What follows belongs to an exercise in optimizing a design on an open flow for small area, a short achievable clock period and few clock cycles; a production flow would make more cautious choices. Where RTL was checked, it was by simulation tests only, not by an equivalence proof against the original.

==> 01-22: inputs <==
// seq_multi
module seq_multi #(
    parameter WIDTH = 32
)
(
    input wire logic clk,
    input wire logic rst,
    input wire logic start,
    input wire logic [WIDTH - 1:0] multiplier,
    input wire logic [WIDTH - 1:0] multiplicand,
    output logic busy,
    output logic [(WIDTH * 2) - 1:0] product
);
Settings: LEC_CHECK=0, CAP_MARGIN=20, CORE_MARGIN=2, CORE_UTILIZATION=55, SETUP_SLACK_MARGIN=0.5, SLEW_MARGIN=20; clock period 5.0 ns.
standard.sh (not shown) runs the stock make flow with config.mk's settings and CLKGATE_MAP_FILE= SYNTH_SCRIPT=/design/flow/synth_recipe.tcl, a recipe that flattens the netlist after the stock synthesis.
==> flow/flow/run.sh <==
#!/bin/bash
# The standard layout, with the port buffers made of buf_1 cells instead of the
# delay-buffer cells buffer_ports picks by default.
set -euo pipefail
export BUFFER_PORTS_ARGS="-buffer_cell sky130_fd_sc_hd__buf_1"
bash standard.sh finish > standard.log 2>&1
==> 10-27 (differences from 01-22) <==
--- a/flow/design.v
+++ b/flow/design.v
@@ -61,17 +61,18 @@
     wire [32:0] pp6 = (({33{on[6]}} & ms2[33:1]) | ({33{tw[6]}} & ms2[32:0])) ^ {33{ng[6]}};
     wire [32:0] pp7 = (({33{on[7]}} & ms2[33:1]) | ({33{tw[7]}} & ms2[32:0])) ^ {33{ng[7]}};
     wire [32:0] pp8 = (({33{on[8]}} & ms2[33:1]) | ({33{tw[8]}} & ms2[32:0])) ^ {33{ng[8]}};
     wire [47:0] corr = {q[31] ? m : 32'd0, 1'b0, q[31], 14'd0};
     wire [47:0] xr = s[63:16] ^ c[63:16] ^ corr;
     wire [48:0] yr = {(s[63:16] & c[63:16]) | (s[63:16] & corr) | (c[63:16] & corr), 1'b0};
     wire [47:0] xb = {48{bx}} & xr;
     wire [48:0] yb = {49{bx}} & yr;
-    wire cy;                   
+    wire [16:0] lo;
+    wire cy = lo[16];
     wire [63:0] ha_p = s ^ c;
     wire [63:0] ha_g = s & c;
     wire ha_gg0 = ha_g[1] | (ha_p[1] & ha_g[0]);
     wire ha_gg1 = ha_g[3] | (ha_p[3] & ha_g[2]);
     wire ha_pp1 = ha_p[3] & ha_p[2];
     wire ha_gg2 = ha_g[5] | (ha_p[5] & ha_g[4]);
     wire ha_pp2 = ha_p[5] & ha_p[4];
     wire ha_gg3 = ha_g[7] | (ha_p[7] & ha_g[6]);
@@ -386,17 +387,56 @@
     wire ha_gg185 = ha_gg153 | (ha_pp153 & ha_gg143);
     wire ha_gg186 = ha_gg154 | (ha_pp154 & ha_gg143);
     wire ha_gg187 = ha_gg155 | (ha_pp155 & ha_gg143);
     wire ha_gg188 = ha_gg156 | (ha_pp156 & ha_gg143);
     wire ha_gg189 = ha_gg157 | (ha_pp157 & ha_gg143);
     wire ha_gg190 = ha_gg158 | (ha_pp158 & ha_gg143);
     wire ha_gg191 = ha_gg159 | (ha_pp159 & ha_gg143);
     assign psum = {ha_p[63] ^ ha_gg190, ha_p[62] ^ ha_gg189, ha_p[61] ^ ha_gg188, ha_p[60] ^ ha_gg187, ha_p[59] ^ ha_gg186, ha_p[58] ^ ha_gg185, ha_p[57] ^ ha_gg184, ha_p[56] ^ ha_gg183, ha_p[55] ^ ha_gg182, ha_p[54] ^ ha_gg181, ha_p[53] ^ ha_gg180, ha_p[52] ^ ha_gg179, ha_p[51] ^ ha_gg178, ha_p[50] ^ ha_gg177, ha_p[49] ^ ha_gg176, ha_p[48] ^ ha_gg175, ha_p[47] ^ ha_gg174, ha_p[46] ^ ha_gg173, ha_p[45] ^ ha_gg172, ha_p[44] ^ ha_gg171, ha_p[43] ^ ha_gg170, ha_p[42] ^ ha_gg169, ha_p[41] ^ ha_gg168, ha_p[40] ^ ha_gg167, ha_p[39] ^ ha_gg166, ha_p[38] ^ ha_gg165, ha_p[37] ^ ha_gg164, ha_p[36] ^ ha_gg163, ha_p[35] ^ ha_gg162, ha_p[34] ^ ha_gg161, ha_p[33] ^ ha_gg160, ha_p[32] ^ ha_gg143, ha_p[31] ^ ha_gg142, ha_p[30] ^ ha_gg141, ha_p[29] ^ ha_gg140, ha_p[28] ^ ha_gg139, ha_p[27] ^ ha_gg138, ha_p[26] ^ ha_gg137, ha_p[25] ^ ha_gg136, ha_p[24] ^ ha_gg135, ha_p[23] ^ ha_gg134, ha_p[22] ^ ha_gg133, ha_p[21] ^ ha_gg132, ha_p[20] ^ ha_gg131, ha_p[19] ^ ha_gg130, ha_p[18] ^ ha_gg129, ha_p[17] ^ ha_gg128, ha_p[16] ^ ha_gg103, ha_p[15] ^ ha_gg102, ha_p[14] ^ ha_gg101, ha_p[13] ^ ha_gg100, ha_p[12] ^ ha_gg99, ha_p[11] ^ ha_gg98, ha_p[10] ^ ha_gg97, ha_p[9] ^ ha_gg96, ha_p[8] ^ ha_gg67, ha_p[7] ^ ha_gg66, ha_p[6] ^ ha_gg65, ha_p[5] ^ ha_gg64, ha_p[4] ^ ha_gg33, ha_p[3] ^ ha_gg32, ha_p[2] ^ ha_gg0, ha_p[1] ^ ha_g[0], ha_p[0]};
-    assign cy = ha_gg103;
+    wire [15:0] la_p = s[15:0] ^ c[15:0];
+    wire [15:0] la_g = s[15:0] & c[15:0];
+    wire la_gg0 = la_g[1] | (la_p[1] & la_g[0]);
+    wire la_gg1 = la_g[3] | (la_p[3] & la_g[2]);
+    wire la_pp1 = la_p[3] & la_p[2];
+    wire la_gg2 = la_g[5] | (la_p[5] & la_g[4]);
+    wire la_pp2 = la_p[5] & la_p[4];
+    wire la_gg3 = la_g[7] | (la_p[7] & la_g[6]);
+    wire la_pp3 = la_p[7] & la_p[6];
+    wire la_gg4 = la_g[9] | (la_p[9] & la_g[8]);
+    wire la_pp4 = la_p[9] & la_p[8];
+    wire la_gg5 = la_g[11] | (la_p[11] & la_g[10]);
+    wire la_pp5 = la_p[11] & la_p[10];
+    wire la_gg6 = la_g[13] | (la_p[13] & la_g[12]);
+    wire la_pp6 = la_p[13] & la_p[12];
+    wire la_gg7 = la_g[15] | (la_p[15] & la_g[14]);
+    wire la_pp7 = la_p[15] & la_p[14];
+    wire la_gg8 = la_gg1 | (la_pp1 & la_gg0);
+    wire la_gg9 = la_gg3 | (la_pp3 & la_gg2);
+    wire la_pp9 = la_pp3 & la_pp2;
+    wire la_gg10 = la_gg5 | (la_pp5 & la_gg4);
+    wire la_pp10 = la_pp5 & la_pp4;
+    wire la_gg11 = la_gg7 | (la_pp7 & la_gg6);
+    wire la_pp11 = la_pp7 & la_pp6;
+    wire la_gg12 = la_gg9 | (la_pp9 & la_gg8);
+    wire la_gg13 = la_gg11 | (la_pp11 & la_gg10);
+    wire la_pp13 = la_pp11 & la_pp10;
+    wire la_gg14 = la_gg13 | (la_pp13 & la_gg12);
+    wire la_gg15 = la_gg10 | (la_pp10 & la_gg12);
+    wire la_gg16 = la_gg2 | (la_pp2 & la_gg8);
+    wire la_gg17 = la_gg4 | (la_pp4 & la_gg12);
+    wire la_gg18 = la_gg6 | (la_pp6 & la_gg15);
+    wire la_gg19 = la_g[2] | (la_p[2] & la_gg0);
+    wire la_gg20 = la_g[4] | (la_p[4] & la_gg8);
+    wire la_gg21 = la_g[6] | (la_p[6] & la_gg16);
+    wire la_gg22 = la_g[8] | (la_p[8] & la_gg12);
+    wire la_gg23 = la_g[10] | (la_p[10] & la_gg17);
+    wire la_gg24 = la_g[12] | (la_p[12] & la_gg15);
+    wire la_gg25 = la_g[14] | (la_p[14] & la_gg18);
+    assign lo = {la_gg14, la_p[15] ^ la_gg25, la_p[14] ^ la_gg18, la_p[13] ^ la_gg24, la_p[12] ^ la_gg15, la_p[11] ^ la_gg23, la_p[10] ^ la_gg17, la_p[9] ^ la_gg22, la_p[8] ^ la_gg12, la_p[7] ^ la_gg21, la_p[6] ^ la_gg16, la_p[5] ^ la_gg20, la_p[4] ^ la_gg8, la_p[3] ^ la_gg19, la_p[2] ^ la_gg0, la_p[1] ^ la_g[0], la_p[0]};
     wire hs0, hc0;
     wire hs1, hc1;
     wire hs2, hc2;
     wire hs3, hc3;
     wire fs0, fc0;
     wire hs4, hc4;
     wire fs1, fc1;
     wire hs5, hc5;
@@ -1221,16 +1261,16 @@
         bd <= ~rst & start & ~bd & need_b;
         m <= multiplicand;
         q <= multiplier[31:17];
         n8 <= multiplier[17];
         if (start & ~bd) begin
             s <= ts;
             c <= tc;
         end else if (bd) begin
-            s <= {ts[47:0], product[15:0]};
+            s <= {ts[47:0], lo[15:0]};
             c <= {tc[47:0], 16'd0};
         end else begin
             s <= product;
             c <= 64'd0;
         end
     end
 endmodule
==> 09-02 (differences from 01-22) <==
--- a/flow/design.v
+++ b/flow/design.v
@@ -61,17 +61,18 @@
     wire [32:0] pp6 = (({33{on[6]}} & ms2[33:1]) | ({33{tw[6]}} & ms2[32:0])) ^ {33{ng[6]}};
     wire [32:0] pp7 = (({33{on[7]}} & ms2[33:1]) | ({33{tw[7]}} & ms2[32:0])) ^ {33{ng[7]}};
     wire [32:0] pp8 = (({33{on[8]}} & ms2[33:1]) | ({33{tw[8]}} & ms2[32:0])) ^ {33{ng[8]}};
     wire [47:0] corr = {q[31] ? m : 32'd0, 1'b0, q[31], 14'd0};
     wire [47:0] xr = s[63:16] ^ c[63:16] ^ corr;
     wire [48:0] yr = {(s[63:16] & c[63:16]) | (s[63:16] & corr) | (c[63:16] & corr), 1'b0};
     wire [47:0] xb = {48{bx}} & xr;
     wire [48:0] yb = {49{bx}} & yr;
-    wire cy;                   
+    wire [16:0] lo;
+    wire cy = lo[16];
     wire [63:0] ha_p = s ^ c;
     wire [63:0] ha_g = s & c;
     wire ha_gg0 = ha_g[1] | (ha_p[1] & ha_g[0]);
     wire ha_gg1 = ha_g[3] | (ha_p[3] & ha_g[2]);
     wire ha_pp1 = ha_p[3] & ha_p[2];
     wire ha_gg2 = ha_g[5] | (ha_p[5] & ha_g[4]);
     wire ha_pp2 = ha_p[5] & ha_p[4];
     wire ha_gg3 = ha_g[7] | (ha_p[7] & ha_g[6]);
@@ -386,17 +387,56 @@
     wire ha_gg185 = ha_gg153 | (ha_pp153 & ha_gg143);
     wire ha_gg186 = ha_gg154 | (ha_pp154 & ha_gg143);
     wire ha_gg187 = ha_gg155 | (ha_pp155 & ha_gg143);
     wire ha_gg188 = ha_gg156 | (ha_pp156 & ha_gg143);
     wire ha_gg189 = ha_gg157 | (ha_pp157 & ha_gg143);
     wire ha_gg190 = ha_gg158 | (ha_pp158 & ha_gg143);
     wire ha_gg191 = ha_gg159 | (ha_pp159 & ha_gg143);
     assign psum = {ha_p[63] ^ ha_gg190, ha_p[62] ^ ha_gg189, ha_p[61] ^ ha_gg188, ha_p[60] ^ ha_gg187, ha_p[59] ^ ha_gg186, ha_p[58] ^ ha_gg185, ha_p[57] ^ ha_gg184, ha_p[56] ^ ha_gg183, ha_p[55] ^ ha_gg182, ha_p[54] ^ ha_gg181, ha_p[53] ^ ha_gg180, ha_p[52] ^ ha_gg179, ha_p[51] ^ ha_gg178, ha_p[50] ^ ha_gg177, ha_p[49] ^ ha_gg176, ha_p[48] ^ ha_gg175, ha_p[47] ^ ha_gg174, ha_p[46] ^ ha_gg173, ha_p[45] ^ ha_gg172, ha_p[44] ^ ha_gg171, ha_p[43] ^ ha_gg170, ha_p[42] ^ ha_gg169, ha_p[41] ^ ha_gg168, ha_p[40] ^ ha_gg167, ha_p[39] ^ ha_gg166, ha_p[38] ^ ha_gg165, ha_p[37] ^ ha_gg164, ha_p[36] ^ ha_gg163, ha_p[35] ^ ha_gg162, ha_p[34] ^ ha_gg161, ha_p[33] ^ ha_gg160, ha_p[32] ^ ha_gg143, ha_p[31] ^ ha_gg142, ha_p[30] ^ ha_gg141, ha_p[29] ^ ha_gg140, ha_p[28] ^ ha_gg139, ha_p[27] ^ ha_gg138, ha_p[26] ^ ha_gg137, ha_p[25] ^ ha_gg136, ha_p[24] ^ ha_gg135, ha_p[23] ^ ha_gg134, ha_p[22] ^ ha_gg133, ha_p[21] ^ ha_gg132, ha_p[20] ^ ha_gg131, ha_p[19] ^ ha_gg130, ha_p[18] ^ ha_gg129, ha_p[17] ^ ha_gg128, ha_p[16] ^ ha_gg103, ha_p[15] ^ ha_gg102, ha_p[14] ^ ha_gg101, ha_p[13] ^ ha_gg100, ha_p[12] ^ ha_gg99, ha_p[11] ^ ha_gg98, ha_p[10] ^ ha_gg97, ha_p[9] ^ ha_gg96, ha_p[8] ^ ha_gg67, ha_p[7] ^ ha_gg66, ha_p[6] ^ ha_gg65, ha_p[5] ^ ha_gg64, ha_p[4] ^ ha_gg33, ha_p[3] ^ ha_gg32, ha_p[2] ^ ha_gg0, ha_p[1] ^ ha_g[0], ha_p[0]};
-    assign cy = ha_gg103;
+    wire [15:0] la_p = s[15:0] ^ c[15:0];
+    wire [15:0] la_g = s[15:0] & c[15:0];
+    wire la_gg0 = la_g[1] | (la_p[1] & la_g[0]);
+    wire la_gg1 = la_g[3] | (la_p[3] & la_g[2]);
+    wire la_pp1 = la_p[3] & la_p[2];
+    wire la_gg2 = la_g[5] | (la_p[5] & la_g[4]);
+    wire la_pp2 = la_p[5] & la_p[4];
+    wire la_gg3 = la_g[7] | (la_p[7] & la_g[6]);
+    wire la_pp3 = la_p[7] & la_p[6];
+    wire la_gg4 = la_g[9] | (la_p[9] & la_g[8]);
+    wire la_pp4 = la_p[9] & la_p[8];
+    wire la_gg5 = la_g[11] | (la_p[11] & la_g[10]);
+    wire la_pp5 = la_p[11] & la_p[10];
+    wire la_gg6 = la_g[13] | (la_p[13] & la_g[12]);
+    wire la_pp6 = la_p[13] & la_p[12];
+    wire la_gg7 = la_g[15] | (la_p[15] & la_g[14]);
+    wire la_pp7 = la_p[15] & la_p[14];
+    wire la_gg8 = la_gg1 | (la_pp1 & la_gg0);
+    wire la_gg9 = la_gg3 | (la_pp3 & la_gg2);
+    wire la_pp9 = la_pp3 & la_pp2;
+    wire la_gg10 = la_gg5 | (la_pp5 & la_gg4);
+    wire la_pp10 = la_pp5 & la_pp4;
+    wire la_gg11 = la_gg7 | (la_pp7 & la_gg6);
+    wire la_pp11 = la_pp7 & la_pp6;
+    wire la_gg12 = la_gg9 | (la_pp9 & la_gg8);
+    wire la_gg13 = la_gg11 | (la_pp11 & la_gg10);
+    wire la_pp13 = la_pp11 & la_pp10;
+    wire la_gg14 = la_gg13 | (la_pp13 & la_gg12);
+    wire la_gg15 = la_gg10 | (la_pp10 & la_gg12);
+    wire la_gg16 = la_gg2 | (la_pp2 & la_gg8);
+    wire la_gg17 = la_gg4 | (la_pp4 & la_gg12);
+    wire la_gg18 = la_gg6 | (la_pp6 & la_gg15);
+    wire la_gg19 = la_g[2] | (la_p[2] & la_gg0);
+    wire la_gg20 = la_g[4] | (la_p[4] & la_gg8);
+    wire la_gg21 = la_g[6] | (la_p[6] & la_gg16);
+    wire la_gg22 = la_g[8] | (la_p[8] & la_gg12);
+    wire la_gg23 = la_g[10] | (la_p[10] & la_gg17);
+    wire la_gg24 = la_g[12] | (la_p[12] & la_gg15);
+    wire la_gg25 = la_g[14] | (la_p[14] & la_gg18);
+    assign lo = {la_gg14, la_p[15] ^ la_gg25, la_p[14] ^ la_gg18, la_p[13] ^ la_gg24, la_p[12] ^ la_gg15, la_p[11] ^ la_gg23, la_p[10] ^ la_gg17, la_p[9] ^ la_gg22, la_p[8] ^ la_gg12, la_p[7] ^ la_gg21, la_p[6] ^ la_gg16, la_p[5] ^ la_gg20, la_p[4] ^ la_gg8, la_p[3] ^ la_gg19, la_p[2] ^ la_gg0, la_p[1] ^ la_g[0], la_p[0]};
     wire hs0, hc0;
     wire hs1, hc1;
     wire hs2, hc2;
     wire hs3, hc3;
     wire fs0, fc0;
     wire hs4, hc4;
     wire fs1, fc1;
     wire hs5, hc5;
@@ -1214,23 +1254,25 @@
     wire [63:0] ts = {1'b1, 1'b1, 1'b1, 1'b1, 1'b1, 1'b1, 1'b1, 1'b1, 1'b1, 1'b1, 1'b1, 1'b1, 1'b1, 1'b1, ~ng[8], fs251, fs250, fc248, fs248, fs247, fs246, fc244, fc243, fc242, fc241, fc240, fc239, fc238, fc237, fc236, fc235, fc234, fc233, fc232, fc231, fc230, fc229, fc228, fc227, fc226, fc225, fc224, fc223, fc222, fc221, fc220, fc219, fc218, fc217, fc216, fc215, fc214, fc213, fc212, fc211, fc210, fc209, fc208, fc207, fc206, fc205, fc204, hc20, pp0[0] | xb[0]};
     wire [63:0] tc = {1'b0, 1'b0, 1'b0, 1'b0, 1'b0, 1'b0, 1'b0, 1'b0, 1'b0, 1'b0, 1'b0, 1'b0, 1'b0, 1'b0, fc251, fc250, fc249, fs249, fc247, fc246, fc245, fs245, fs244, fs243, fs242, fs241, fs240, fs239, fs238, fs237, fs236, fs235, fs234, fs233, fs232, fs231, fs230, fs229, fs228, fs227, fs226, fs225, fs224, fs223, fs222, fs221, fs220, fs219, fs218, fs217, fs216, fs215, fs214, fs213, fs212, fs211, fs210, fs209, fs208, fs207, fs206, fs205, fs204, hs20};
     always_ff @(posedge clk) begin
         busy <= ~rst & accept & need_b;
         bm <= ~rst & start & ~bm & need_b;
         bq <= ~rst & start & ~bq & need_b;
         bx <= ~rst & start & ~bx & need_b;
         bd <= ~rst & start & ~bd & need_b;
-        m <= multiplicand;
-        q <= multiplier[31:17];
-        n8 <= multiplier[17];
+        if (~bm) begin
+            m <= multiplicand;
+            q <= multiplier[31:17];
+            n8 <= multiplier[17];
+        end
         if (start & ~bd) begin
             s <= ts;
             c <= tc;
         end else if (bd) begin
-            s <= {ts[47:0], product[15:0]};
+            s <= {ts[47:0], lo[15:0]};
             c <= {tc[47:0], 16'd0};
         end else begin
             s <= product;
             c <= 64'd0;
         end
     end
 endmodule
==> flow/config.mk (replaced) <==
export PLATFORM = sky130hd
export DESIGN_NAME = seq_multi
export DESIGN_NICKNAME = seq_multi
export VERILOG_FILES = /design/flow/design.v
export SDC_FILE = /design/flow/constraint.sdc
export NUM_CORES = 4
export LEC_CHECK = 0
export CAP_MARGIN = 20
export CORE_MARGIN = 2
export CORE_UTILIZATION = 55
export GPL_TIMING_DRIVEN = 0
export SETUP_SLACK_MARGIN = 0.5
export SLEW_MARGIN = 20
==> comparison table <==
Slew at the pin with the worst max-slew slack: 10-27 1253 ps; 09-02 1161 ps; 01-22 1150 ps
Highest Signal Layer: 10-27 met4; 09-02 met5; 01-22 met4
Result of the run: 10-27 complete, no violations; 09-02 complete, no violations; 01-22 complete, no violations
Cell type of the slowest stage on the worst timing path: 10-27 a2111o_1; 09-02 a311o_1; 01-22 dfxtp_1
R2R depth: 10-27 12; 09-02 12; 01-22 14
Fmax: 10-27 0.2158 GHz; 09-02 0.2160 GHz; 01-22 0.2198 GHz
Startpoint of the worst-slack reg-to-reg timing path: 10-27 bq$_DFF_P_; 09-02 q[31]$_DFFE_PN_; 01-22 bm$_DFF_P_
Share of the yosys chip area belonging to registers: 10-27 16.40%; 09-02 17.15%; 01-22 16.73%
GRT Max-Usage Layer: 10-27 met1; 09-02 met2; 01-22 met1
Largest fanout on the critical path: 10-27 6; 09-02 5; 01-22 5
Worst setup slack after placement: 10-27 -477.0 ps; 09-02 -1078 ps; 01-22 -405.8 ps
Total of fill cells in the finished design: 10-27 3348; 09-02 3156; 01-22 3294
Number of violations reported at the end of detailed-routing iteration 0: 10-27 2574; 09-02 3829; 01-22 2395
Maximum number of pins on one net before global-route repair: 10-27 59; 09-02 19; 01-22 55
Register area: 10-27 3616 µm²; 09-02 3770 µm²; 01-22 3617 µm²
Maximum single-stage delay on the critical path: 10-27 530 ps; 09-02 360 ps; 01-22 470 ps
Time the worst path needs with I/O delays and setup: 10-27 4634 ps; 09-02 4630 ps; 01-22 4549 ps
Die outline area: 10-27 41570 µm²; 09-02 41400 µm²; 01-22 40770 µm²
Testbench counts of 01-22, summed over its fixed seeds: cycles 907.
Testbench counts of 09-02, summed over its fixed seeds: cycles 907.
For 10-27, only the layout was checked, not whether the RTL still works.

[separate check: timing with driven ports]
In the flow no input, the clock included, has a driving cell. The finished layouts below were timed again as built, in two steps.
Step 1 assumes that a clkbuf_16 drives the clock port and a buf_2 every other input.
Step 2 adds t to the input delays and takes it off the output delays; t is the mean of the earliest and latest rising clock arrival at the registers after step 1. Input paths then give back, and output paths get back, about the clock's delay inside the block.
Slacks: ideal / step 1 / step 2; pairs: ideal / step 1.
run | shift t [ns] | setup slack, ns | hold slack, ns | worst setup path at the end | worst data-port slew with drivers (ns)
01-22 | 0.549 | 0.451 / 0.391 / 0.027 | 0.422 / 0.422 / 0.422 | input to register | 0.05
10-27 | 0.554 | 0.366 / 0.306 / -0.009 | 0.416 / 0.416 / 0.416 | input to register | 0.04
09-02 | 0.559 | 0.370 / 0.310 / -0.043 | 0.434 / 0.434 / 0.434 | input to register | 0.05
With both steps, setup timing fails in 10-27 and 09-02, where it was met with ideal ports. The setup slack of 01-22, which loses most, moves by -0.060 ns with the drivers and by -0.424 ns with both steps.
